What follows belongs to an exercise in optimizing a design on an open flow for small area and a short achievable clock period; a production flow would make more cautious choices. Only simulation tests tie the RTL to the original design; equivalence was not proved. Power figures rest on the tool's default switching activity, not on a simulated workload.

==> flow/design.v <==
module mux2 (
input logic  [31:0] a_1,
input logic  [31:0] b_0,
input logic         sel,
output logic [31:0] c
);
assign c = sel ? a_1:b_0;
endmodule
module mux32x3 (
input  logic [31:0] in0,
input  logic [31:0] in1,
input  logic [31:0] in2,
input  logic [01:0] sel,
output logic [31:0] out
);
always_comb begin
  case(sel)
    2'd0: out = in0;
    2'd1: out = in1;
    2'd2: out = in2;
    default: out = '0;
  endcase
end
endmodule
module mux32x5 (
input  logic [31:0] in0,
input  logic [31:0] in1,
input  logic [31:0] in2,
input  logic [31:0] in3,
input  logic [31:0] in4,
input  logic [02:0] sel,
output logic [31:0] out
);
always_comb begin
  case(sel)
    3'd0: out = in0;
    3'd1: out = in1;
    3'd2: out = in2;
    3'd3: out = in3;
    3'd4: out = in4;
    default: out = '0;
  endcase
end
endmodule
module and_32_b (
input [31:0] A,
  input [31:0] B,
  output [31:0] out_and
);
assign out_and = A & B;
endmodule
module or_32_b (
  input [31:0] A,
  input [31:0] B,
  output [31:0] out_or
);
assign out_or = A | B;
endmodule
module comp_menshe (
  input [31:0] A,
  input [31:0] B,
  output out
);
wire [31:0] S;
assign S = A-B;
assign out = (A[31] & ~B[31]) | (~A[31] & ~B[31] & S[31]) | (A[31] & B[31] & S[31]);
endmodule
module ALU (
  input [4:0] Upr_ALU,
  input [31:0] A,
  input [31:0] B,
  output C,
  output [31:0] Out_ALU
);
parameter ADD   = 5'b00000;
parameter SUB   = 5'b01000;
parameter SLL   = 5'b00001;
parameter SLTS  = 5'b00010;
parameter SLTU  = 5'b00011;
parameter XOR   = 5'b00100;
parameter SRL   = 5'b00101;
parameter SRA   = 5'b01101;
parameter OR    = 5'b00110;
parameter AND   = 5'b00111;
parameter EQ    = 5'b11000;
parameter NE    = 5'b11001;
parameter LTS   = 5'b11100;
parameter GES   = 5'b11101;
parameter LTU   = 5'b11110;
parameter GEU   = 5'b11111;
wire [31:0] out_or;
wire [31:0] out_and;
wire [31:0] out_add;
wire [31:0] out_sub;
wire [31:0] out_xor;
wire [31:0] out_sll;
wire [31:0] out_slts;
wire [31:0] out_sltu;
wire [31:0] out_srl;
wire [31:0] out_sra;
wire out_A_menshe_B_zn;
wire out_A_ne_menshe_B_zn;
wire out_A_menshe_B;
wire out_A_ne_menshe_B;
wire out_equal;
wire out_notequal;
assign out_A_ne_menshe_B_zn = ~out_A_menshe_B_zn;
assign out_A_ne_menshe_B = ~out_A_menshe_B;
assign out_equal = (A==B) ? 1'b1 : 1'b0;
assign out_A_menshe_B = (A<B) ? 1'b1 : 1'b0;
assign out_notequal = ~out_equal;
assign out_add = A+B;
assign out_sub = A-B;
assign out_sll = A << B[4:0];
assign out_slts = out_A_menshe_B_zn;
assign out_sltu = out_A_menshe_B;
assign out_srl = A >> B[4:0];
assign out_sra = $signed(A) >>> B[4:0];
assign Out_ALU = (Upr_ALU == ADD) ? out_add:
            (Upr_ALU == SUB) ? out_sub:
            (Upr_ALU == SLL) ? out_sll:
            (Upr_ALU == SLTS) ? out_slts:
            (Upr_ALU == SLTU) ? out_sltu:
            (Upr_ALU == XOR) ? out_xor:
            (Upr_ALU == SRL) ? out_srl: 
            (Upr_ALU == SRA) ? out_sra:
            (Upr_ALU == OR) ? out_or:
            (Upr_ALU == AND) ? out_and:32'b0;
assign C = (Upr_ALU == EQ) ? out_equal:
        (Upr_ALU == NE) ? out_notequal:
        (Upr_ALU == LTS) ? out_A_menshe_B_zn:
        (Upr_ALU == GES) ? out_A_ne_menshe_B_zn:
        (Upr_ALU == LTU) ? out_A_menshe_B:
        (Upr_ALU == GEU) ? out_A_ne_menshe_B:1'b0;
or_32_b or_ALU (
  .A(A),
  .B(B),
  .out_or(out_or)
);
and_32_b and_ALU (
  .A(A),
  .B(B),
  .out_and(out_and)
);
assign out_xor = A ^ B;
comp_menshe zn_comp (
  .A(A),
  .B(B),
  .out(out_A_menshe_B_zn)
);      
endmodule
module REG_FILE (
input clk,
input WE,              
input [4:0] WA,        
input [31:0] WD,       
input [4:0] RA1,       
input [4:0] RA2,       
output [31:0] RD1,     
output [31:0] RD2      
);
logic [31:0] register [0:31];
always @(posedge clk) begin
  if (WE)
    register[WA] <= WD;
end
assign RD1 = (RA1 == 5'b0) ? 32'b0 : register[RA1];
assign RD2 = (RA2 == 5'b0) ? 32'b0 : register[RA2];
endmodule
module Decoder_R (
	input [6:0] opcode,
	input [2:0] func3,
	input [6:0] func7,
	output jalr,
	output enpc,
	output jal,
	output b,
	output ws,
	output [4:0] memi,
	output mwe,
	output rfwe,
	output [4:0] aop,
	output [2:0] srcB,
	output [1:0] srcA
);
parameter opcode_R = 7'd51;
parameter opcode_I_1 = 7'd19;
parameter opcode_I_2 = 7'd3;
parameter opcode_I_3 = 7'd103;
parameter opcode_S = 7'd35;
parameter opcode_B= 7'd99;
parameter opcode_J = 7'd111;
parameter opcode_U_lui = 7'd55;
parameter opcode_U_auipc = 7'd23;
wire [31:0] ZAT;	 
assign ZAT = 32'd0;
assign srcA = (opcode == opcode_R) ? 2'd0 :
				  (opcode == opcode_I_1) ? 2'd0 :
				  (opcode == opcode_I_2) ? 2'd0 : 
				  (opcode == opcode_I_3) ? 2'd1 :
				  (opcode == opcode_S) ? 2'd0 :
				  (opcode == opcode_B) ? 2'd0 :
				  (opcode == opcode_J) ? 2'd1 :
				  (opcode == opcode_U_lui) ? 2'd2 :
				  (opcode == opcode_U_auipc) ? 2'd1 : ZAT[1:0];
assign srcB = (opcode == opcode_R) ? 3'd0 :
				  (opcode == opcode_I_1) ? 3'd1 : 
				  (opcode == opcode_I_2) ? 3'd1 :
				  (opcode == opcode_I_3) ? 3'd4 :
				  (opcode == opcode_S) ? 3'd3 :
				  (opcode == opcode_B) ? 3'd0 :
				  (opcode == opcode_J) ? 3'd4 :
				  ((opcode == opcode_U_lui) |(opcode == opcode_U_auipc))  ? 3'd2 : ZAT[2:0];
assign memi = (opcode == opcode_R) ? 5'd0 :
				  (opcode == opcode_I_1) ? 5'd0 :
				  (opcode == opcode_I_2) ? {func3, 1'b0, 1'b1} :  
				  (opcode == opcode_I_3) ? 5'd0 :
				  (opcode == opcode_S) ? {func3, 1'b1, 1'b0} :  
				  (opcode == opcode_B) ? 5'd0 :
				  (opcode == opcode_J) ? 5'd0 : 
				  ((opcode == opcode_U_lui) |(opcode == opcode_U_auipc))  ? 5'd0 : ZAT[4:0];
assign aop = (opcode == opcode_R) ? {func7[6:5], func3} :
				 (opcode == opcode_I_1) ? ((func3 == 3'd5) ? {1'b0, func7[5], func3} : {2'd0, func3}) :
				 (opcode == opcode_I_2) ? 5'd0 :   
				 (opcode == opcode_I_3) ? 5'd0 :
				 (opcode == opcode_S) ? 5'd0 :
				 (opcode == opcode_B) ? {2'd3, func3} : 
				 (opcode == opcode_J) ? 5'd0 :
				 ((opcode == opcode_U_lui) |(opcode == opcode_U_auipc))  ? 5'd0 : ZAT[4:0];
assign enpc = (opcode == opcode_R) ? 1'd1 :
				  (opcode == opcode_I_1) ? 1'd1 :
				  (opcode == opcode_I_2) ? 1'd1 :
				  (opcode == opcode_I_3) ? 1'd1 :
				  (opcode == opcode_S) ? 1'd1 :
				  (opcode == opcode_B) ? 1'd1 :
				  (opcode == opcode_J) ? 1'd1 :
				  ((opcode == opcode_U_lui) |(opcode == opcode_U_auipc))  ? 1'd1 : ZAT[0];
assign ws = (opcode == opcode_R) ? 1'd0 : 
				(opcode == opcode_I_1) ? 1'd0 :
				(opcode == opcode_I_2) ? 1'd1 :
				(opcode == opcode_I_3) ? 1'd0 :
				(opcode == opcode_S) ? 1'd1 : 
				(opcode == opcode_B) ? 1'd0 : 
				(opcode == opcode_J) ? 1'd0 :
				((opcode == opcode_U_lui) |(opcode == opcode_U_auipc))  ? 1'd0 : ZAT[0];
assign mwe = (opcode == opcode_R) ? 1'd0 :
				 (opcode == opcode_I_1) ? 1'd0 :
				 (opcode == opcode_I_2) ? 1'd0 :  
				 (opcode == opcode_I_3) ? 1'd0 :
				 (opcode == opcode_S) ? 1'd1 :
				 (opcode == opcode_B) ? 1'd0 :
				 (opcode == opcode_J) ? 1'd0 :
				 ((opcode == opcode_U_lui) |(opcode == opcode_U_auipc))  ? 1'd0 : ZAT[0];
assign rfwe = (opcode == opcode_R) ? 1'd1 :
				  (opcode == opcode_I_1) ? 1'd1 :
				  (opcode == opcode_I_2) ? 1'd1 :
				  (opcode == opcode_I_3) ? 1'd1 :
				  (opcode == opcode_S) ? 1'd0 :
				  (opcode == opcode_B) ? 1'd0 :
				  (opcode == opcode_J) ? 1'd1 : 
				  ((opcode == opcode_U_lui) |(opcode == opcode_U_auipc))  ? 1'd1 : ZAT[0];
assign jalr = (opcode == opcode_R) ? 1'd0 :
				  (opcode == opcode_I_1) ? 1'd0 :
				  (opcode == opcode_I_2) ? 1'd0 :
				  (opcode == opcode_I_3) ? 1'd1 :
				  (opcode == opcode_S) ? 1'd0 :
				  (opcode == opcode_B) ? 1'd0 :
				  (opcode == opcode_J) ? 1'd0 :
				  ((opcode == opcode_U_lui) |(opcode == opcode_U_auipc))  ? 1'd0 : ZAT[0];
assign jal = (opcode == opcode_R) ? 1'd0 :
				 (opcode == opcode_I_1) ? 1'd0 :
				 (opcode == opcode_I_2) ? 1'd0 :
				 (opcode == opcode_I_3) ? 1'd0 :
				 (opcode == opcode_S) ? 1'd0 :
				 (opcode == opcode_B) ? 1'd0 :
				 (opcode == opcode_J) ? 1'd1 :
				 ((opcode == opcode_U_lui) |(opcode == opcode_U_auipc))  ? 1'd0 : ZAT[0];
assign b = (opcode == opcode_R) ? 1'd0 :
			  (opcode == opcode_I_1) ? 1'd0 :
			  (opcode == opcode_I_2) ? 1'd0 :
			  (opcode == opcode_I_3) ? 1'd0 :
			  (opcode == opcode_S) ? 1'd0 :
			  (opcode == opcode_B) ? 1'd1 : 
			  (opcode == opcode_J) ? 1'd0 :
			  ((opcode == opcode_U_lui) |(opcode == opcode_U_auipc))  ? 1'd0 : ZAT[0];
endmodule
module core (
input  logic         clk_i,
input  logic         rst_i,
input  logic [31:0] instr_i,
output logic [31:0] instr_addr_o,
input  logic [31:0] mem_rd_i,
output logic [31:0] mem_wd_o,
output logic [31:0] mem_addr_o,
output logic [04:0] memi_o,
output logic        mem_we_o
);
logic [31:0] pc;
logic [31:0] pc_next;
logic pc_en;
always_ff @(posedge clk_i) begin
  if (rst_i) begin
    pc <= '0;
  end else begin
    if (pc_en) begin
      pc <= pc_next;
    end
  end
end
assign instr_addr_o = pc;
logic [31:0] fetched_instr;
assign fetched_instr = instr_i;
logic [11:0] cI;
logic [11:0] cS;
logic [12:0] cB;
logic [20:0] cJ;
logic [19:0] cU;
logic [31:0] I;
logic [31:0] S;
logic [31:0] B;
logic [31:0] J;
logic [31:0] U;
assign cI =   fetched_instr[31:20];
assign cS = {
              fetched_instr[31:25], 
              fetched_instr[11:7]
            };
assign cB = {
              fetched_instr[31], 
              fetched_instr[7], 
              fetched_instr[30:25], 
              fetched_instr[11:8], 
              1'b0
            };
assign cJ = {
              fetched_instr[31], 
              fetched_instr[19:12], 
              fetched_instr[20], 
              fetched_instr[30:21], 
              1'b0
            };
assign cU =   fetched_instr[31:12];
assign  I = {{20{cI[11]}}, cI};
assign  S = {{20{cS[11]}}, cS};
assign  B = {{19{cB[12]}}, cB};
assign  J = {{11{cJ[20]}}, cJ};
assign  U = {cU, 12'b0};
logic [1:0]   a_sel;
logic [2:0]   b_sel;
logic [4:0]   alu_oper;
logic [2:0]   csr_oper;
logic         csr_we;
logic         mem_we;
logic         gpr_we;
logic [1:0]   wb_sel;
logic         illegal_instr;
logic         branch;
logic         jal;
logic         jalr;
logic         mret;
logic [4:0]   memi;
assign memi_o     = memi;
assign mem_we_o   = mem_we;
assign pc_en      = illegal_instr;
logic [6:0]  opcode;
logic [2:0]  func3;
logic [6:0]  func7;
assign opcode     = fetched_instr[6:0];
assign func3      = fetched_instr[14:12];
assign func7      = fetched_instr[31:25];
Decoder_R dc2 (
  .opcode(opcode),
  .func3(func3),
  .func7(func7),
  .jalr(jalr),
  .enpc(illegal_instr),
  .jal(jal),
  .b(branch),
  .ws(wb_sel[0]),
  .memi(memi),
  .mwe(mem_we),
  .rfwe(gpr_we),
  .aop(alu_oper),
  .srcB(b_sel),
  .srcA(a_sel)
);
logic [4:0]   ra1; 
logic [4:0]   ra2; 
logic [4:0]   wa; 
logic         we; 
logic [31:0]  wdata; 
logic [31:0]  rd1; 
logic [31:0]  rd2;
assign we  = gpr_we;
assign ra1 = fetched_instr[19:15];
assign ra2 = fetched_instr[24:20];
assign wa  = fetched_instr[11:7];
assign mem_wd_o = rd2;
REG_FILE meme1 (
  .clk(clk_i),
  .WE(we),
  .WA(wa),
  .WD(wdata),
  .RA1(ra1),
  .RA2(ra2),
  .RD1(rd1),
  .RD2(rd2)
);
logic [31:0]  alu_a;
logic [31:0]  alu_b;
logic [31:0]  alu_res;
logic         flag;
assign mem_addr_o = alu_res;
mux32x3 mux_selA(
  .in0(rd1),
  .in1(pc),
  .in2('0),
  .sel(a_sel),
  .out(alu_a)
);
mux32x5 mux_selB(
  .in0(rd2),
  .in1(I),
  .in2(U),
  .in3(S),
  .in4(32'd4),
  .sel(b_sel),
  .out(alu_b)
);
ALU alu1 (
  .A(alu_a),
  .B(alu_b),
  .Upr_ALU(alu_oper),
  .C(flag),
  .Out_ALU(alu_res)
);
mux2 mux_regWD(
  .a_1(mem_rd_i),
  .b_0(alu_res),
  .sel(wb_sel[0]),
  .c(wdata)
);
logic [31:0]  I_addr;
logic [31:0]  bj;
logic [31:0]  bj4;
logic [31:0]  bj4_addr;
logic         bj_sel;
logic         bj4_sel;
assign I_addr   = rd1 + I;
assign bj4_addr = bj4 + pc;
assign bj_sel   = branch;
assign bj4_sel  = jal | (flag & branch);
mux2 mux_bj (
  .a_1(B),
  .b_0(J),
  .sel(bj_sel),
  .c(bj)
);
mux2 mux_bj4 (
  .a_1(bj),
  .b_0(32'd4),
  .sel(bj4_sel),
  .c(bj4)
);
mux2 mux_pc_next (
  .a_1(I_addr),
  .b_0(bj4_addr),
  .sel(jalr),
  .c(pc_next)
);
endmodule
==> flow/run.sh <==
#!/bin/bash
# synth_recipe.tcl (not shown) runs the flow's synth.tcl, then flattens the netlist and writes it again
# the make line also repeats each setting of config.mk as NAME=value (left out here)
make -C /OpenROAD-flow-scripts/flow DESIGN_CONFIG=/design/flow/config.mk WORK_HOME=/design/flow/orfs CLKGATE_MAP_FILE= SYNTH_SCRIPT=/design/flow/synth_recipe.tcl finish
==> flow/config.mk <==
export PLATFORM = sky130hd
export DESIGN_NAME = core
export DESIGN_NICKNAME = core
export VERILOG_FILES = /design/flow/design.v
export SDC_FILE = /design/flow/constraint.sdc
export NUM_CORES = 4
export LEC_CHECK = 0
export CAP_MARGIN = 20
export CORE_MARGIN = 2
export CORE_UTILIZATION = 40
export PLACE_DENSITY = 0.6
export SLEW_MARGIN = 20
==> flow/constraint.sdc <==
create_clock -name core_clock -period 12.5 [get_ports {clk_i}]
set_input_delay 2.5000 -clock core_clock [delete_from_list [all_inputs] [get_ports {clk_i}]]
set_output_delay 2.5000 -clock core_clock [all_outputs]
set_load 0.01 [all_outputs]
==> flow_summary.json <==
{
  "avgSynthCellArea_um2": 13.3,
  "synth.distinct_cells": 108,
  "tns_ns": 0,
  "worstHoldStart": "pc[0]$_SDFFE_PP0P_",
  "cts_resized": 0,
  "synth.most_common_cell": "edfxtp_1",
  "whs_endpoint": "pc[0]$_SDFFE_PP0P_",
  "status": "timing/DRC/antenna clean",
  "post-route-period-util_pct": 96.7,
  "hold_path.class": "register to register",
  "holdPathStages": 2,
  "r2r_setup_slack_ns": 3.31,
  "drt_first_iter_violations": 7163,
  "num_rows": 145,
  "ys_async_sr_fraction_pct": 0,
  "gr-usage-all-layers_pct": 31.6,
  "cts-root-buf": "clkbuf_16",
  "cts_inserted_buffers": 109,
  "r2r-start": "meme1.register[12][0]$_DFFE_PP_",
  "synth_area_leaders": "edfxtp_1, mux4_2, mux2i_1",
  "core_region_area_um2": 156000,
  "ant_nets": 0,
  "drive_above_1_share_pct": 20.4,
  "end_kind": "primary output",
  "synth-edff-count": 1024,
  "path_clk_slew_ns": 0.06,
  "ys_ff_latch": 1056,
  "worstPathRequired_ns": 10.00,
  "nFillCells": 13900,
  "p_sw_share_pct": 32.2,
  "hpwl_um": 170000,
  "grt_pass1_wl_um": 354000,
  "arrival_ns": 9.59,
  "nets": 5153,
  "cts_sinks": 1056,
  "ys.flop_type": "edfxtp_1",
  "cts_tree": "done",
  "cts_max_level": 3,
  "dieHeight_um": 400,
  "power_switching_mw": 3.30,
  "p_comb_share_pct": 27.0,
  "hold_viol": 0,
  "r2r_cells": 40,
  "fp.dieArea_um2": 160000,
  "grt_overflow": 0,
  "worstMarginPinSlew_ns": 1.28,
  "fin_skew_ns": 0.0620,
  "gp_congestion": 1.09,
  "power.total_mw": 10.3,
  "leakagePower_nw": 25.1,
  "internal_power_mw": 6.97,
  "yosysTopAreaCell": "edfxtp_1",
  "port_buffers": 167,
  "cts_setup_buffers": 0,
  "critPathLaunchType": "primary input",
  "pwr-share-clk_pct": 30.7,
  "grt_pass1_vias": 45600,
  "regArea_um2": 31400,
  "routed_via_density": 6.77,
  "first_pass_iters": 8,
  "routedWlPerCell_um": 36.3,
  "drt_wl_total_um": 257000,
  "p_seq_share_pct": 42.3,
  "syn_to_final_growth_pct": 13.8,
  "dieWidth_um": 400,
  "yosysTopAreaCellShare_pct": 49.0,
  "critPathKind": "primary input to primary output",
  "slew_headroom_pct": 14.3,
  "antenna_found_initial": 13,
  "initial_core_util_pct": 40.2,
  "syn_area_um2": 62700,
  "multiInputGateArea_um2": 29500,
  "drc": 0,
  "ys_seq_area_share_pct": 50.1,
  "dp_cells": 6871,
  "netlist_instances": 4709,
  "io-pin-count": 168,
  "insertion_delay_ns": 0.77,
  "setup_viol": 0,
  "clock.fmax_mhz": 82.7,
  "final_cells": 7077,
  "grt_max_degree": 69,
  "num_vias": 47900,
  "irDropWorstVdd_v": 0.000114,
  "maxCapViolations": 0,
  "slew_viol_final": 0,
  "cts_hold_buffers": 0,
  "clock_path_buffers": 3,
  "synth_fp_nets": 4938,
  "rsz0062_at_grt": "no",
  "synth_commonest_cells": "edfxtp_1, mux2i_1, mux4_2",
  "p_per_area_nw_per_um2": 144,
  "cp_max_fo": 21,
  "period_needed_ns": 12.09,
  "r2r_end": "pc[19]$_SDFFE_PP0P_",
  "yosysWarnings": 4
}
==> stage by stage <==
step	setup WS, ns	area, um^2	utilization (%)	hold slack [ns]
floorplan	0.869	62700	-	0.493
global placement	0.443	67900	43.5	0.540
detailed placement	0.508	68000	43.6	0.543
CTS	0.611	71300	45.7	0.552
global route	0.110	71300	45.7	0.573
finish	0.413	71400	45.7	0.569
==> layout by cell type (no fill, tap or decap), types with 27 or more instances in the layout <==
cell | Yosys | final
a211oi_1 | 29 | 29
a21o_1 | 46 | 46
a21oi_1 | 286 | 284
a221oi_1 | 44 | 44
a22oi_1 | 187 | 187
buf_4 | 22 | 266
clkbuf_16 | 0 | 110
clkdlybuf4s50_1 | 0 | 160
dfxtp_1 | 32 | 32
edfxtp_1 | 1024 | 1024
ha_1 | 158 | 158
inv_1 | 115 | 114
mux2_2 | 49 | 49
mux2i_1 | 452 | 452
mux4_2 | 402 | 402
nand2_1 | 284 | 284
nand2b_1 | 34 | 33
nand3_1 | 78 | 78
nor2_1 | 230 | 193
nor2_4 | 0 | 35
nor2b_1 | 46 | 44
nor3_1 | 57 | 51
o211ai_1 | 63 | 63
o21ai_0 | 148 | 146
o221ai_1 | 32 | 32
o22ai_1 | 33 | 33
xnor2_1 | 27 | 27
==> layer usage <==
metal	track usage, %	routed length (um)
met5	0	119
met4	17.1	16600
met3	7.81	32600
met2	47.8	113000
met1	41.8	94300
==> cell type report <==
| type | count | share of cell area [%] |
|---|---|---|
| multi-input cells | 3185 | 41.4 |
| clock buffers | 135 | 3.99 |
| diodes | 8 | 0.0281 |
| flip-flops and latches | 1056 | 44.0 |
| inverters | 122 | 0.645 |
| well taps | 2058 | 3.61 |
| clock inverters | 63 | 0.731 |
| repair buffers | 450 | 5.65 |
==> kinds of logic (layout without fill, tap and decap cells) <==
| family | count (synthesis) | count (layout) | synth area share, % |
|---|---|---|---|
| AO/OA/AOI/OAI | 1147 | 1147 | 12.6 |
| XOR/XNOR | 52 | 52 | 0.726 |
| adder cells (fa/ha/maj) | 163 | 163 | 3.31 |
| buffers and inverters | 468 | 770 | 3.66 |
| flip-flops | 1056 | 1056 | 50.1 |
| multiplexers | 908 | 908 | 22.7 |
| other | 0 | 8 | 0 |
| AND/OR/NAND/NOR | 915 | 915 | 7.02 |
==> power by group through the flow <==
stage | logic [mW] | registers, mW | clock network, mW
after detailed placement | 2.68 | 4.42 | 0
final | 2.77 | 4.35 | 3.15
after global routing | 2.90 | 4.35 | 3.32
after floorplan | 1.52 | 4.42 | 0
after CTS | 2.69 | 4.35 | 3.18
after global placement | 2.67 | 4.42 | 0
==> how the worst max path moves through the flow <==
stage | to | cells past startpoint | slack, ns | from
finish | mem_addr_o[20] | 24 | 0.41 | instr_i[6]
global route | mem_addr_o[20] | 24 | 0.11 | instr_i[6]
CTS | mem_addr_o[20] | 24 | 0.61 | instr_i[6]
detailed placement | pc[19]$_SDFFE_PP0P_ | 40 | 0.51 | instr_i[21]
global placement | pc[19]$_SDFFE_PP0P_ | 40 | 0.44 | instr_i[21]
floorplan | pc[29]$_SDFFE_PP0P_ | 45 | 0.87 | instr_i[21]
==> state kept, by name, summed over array words and instances (netlist names) <==
signal          cells
pc                 32
meme1.register   1024
==> worst max-delay path, cell delays in order <==
cell	delay, ns
clkdlybuf4s50_1	0.68
nand2b_1	0.33
nor3_2	0.37
buf_4	0.39
nor3_2	0.08
buf_4	0.24
a22oi_1	0.32
buf_4	0.22
inv_1	0.06
ha_1	0.22
fa_1	0.41
inv_1	0.09
o21ai_0	0.09
a21oi_1	0.28
o21ai_0	0.29
a311o_1	0.47
a2111oi_0	0.73
o31ai_1	0.18
a21o_1	0.24
nand2_1	0.09
nor3_1	0.06
o31ai_1	0.46
and2_1	0.20
clkdlybuf4s50_1	0.57

-- separate check: timing with driven ports --
Ports are ideal in the flow. The routed layout listed here was re-timed in OpenROAD. Step 1 (the two cells are an assumption about what drives the block):
set clk [get_ports {clk_i}]
set_driving_cell -lib_cell sky130_fd_sc_hd__clkbuf_16 $clk
set_driving_cell -lib_cell sky130_fd_sc_hd__buf_2 [delete_from_list [all_inputs] $clk]
Step 2 times the ports against the registers' clock, not the clock port: input delays grow and output delays shrink by t, the midpoint of the rising clock arrivals with the driver on. a / b / c = no drivers / after step 1 / after step 2; a / b = the first two.
t, ns: 0.825
setup WS [ns]: 0.413 / 0.388 / 0.247
worst setup path at the end: input to register
clock arrival spread, ns: 0.063 / 0.062
After both steps setup and hold are still met in this run. The setup slack of this run moves by -0.025 ns with the drivers and by -0.166 ns with both steps.
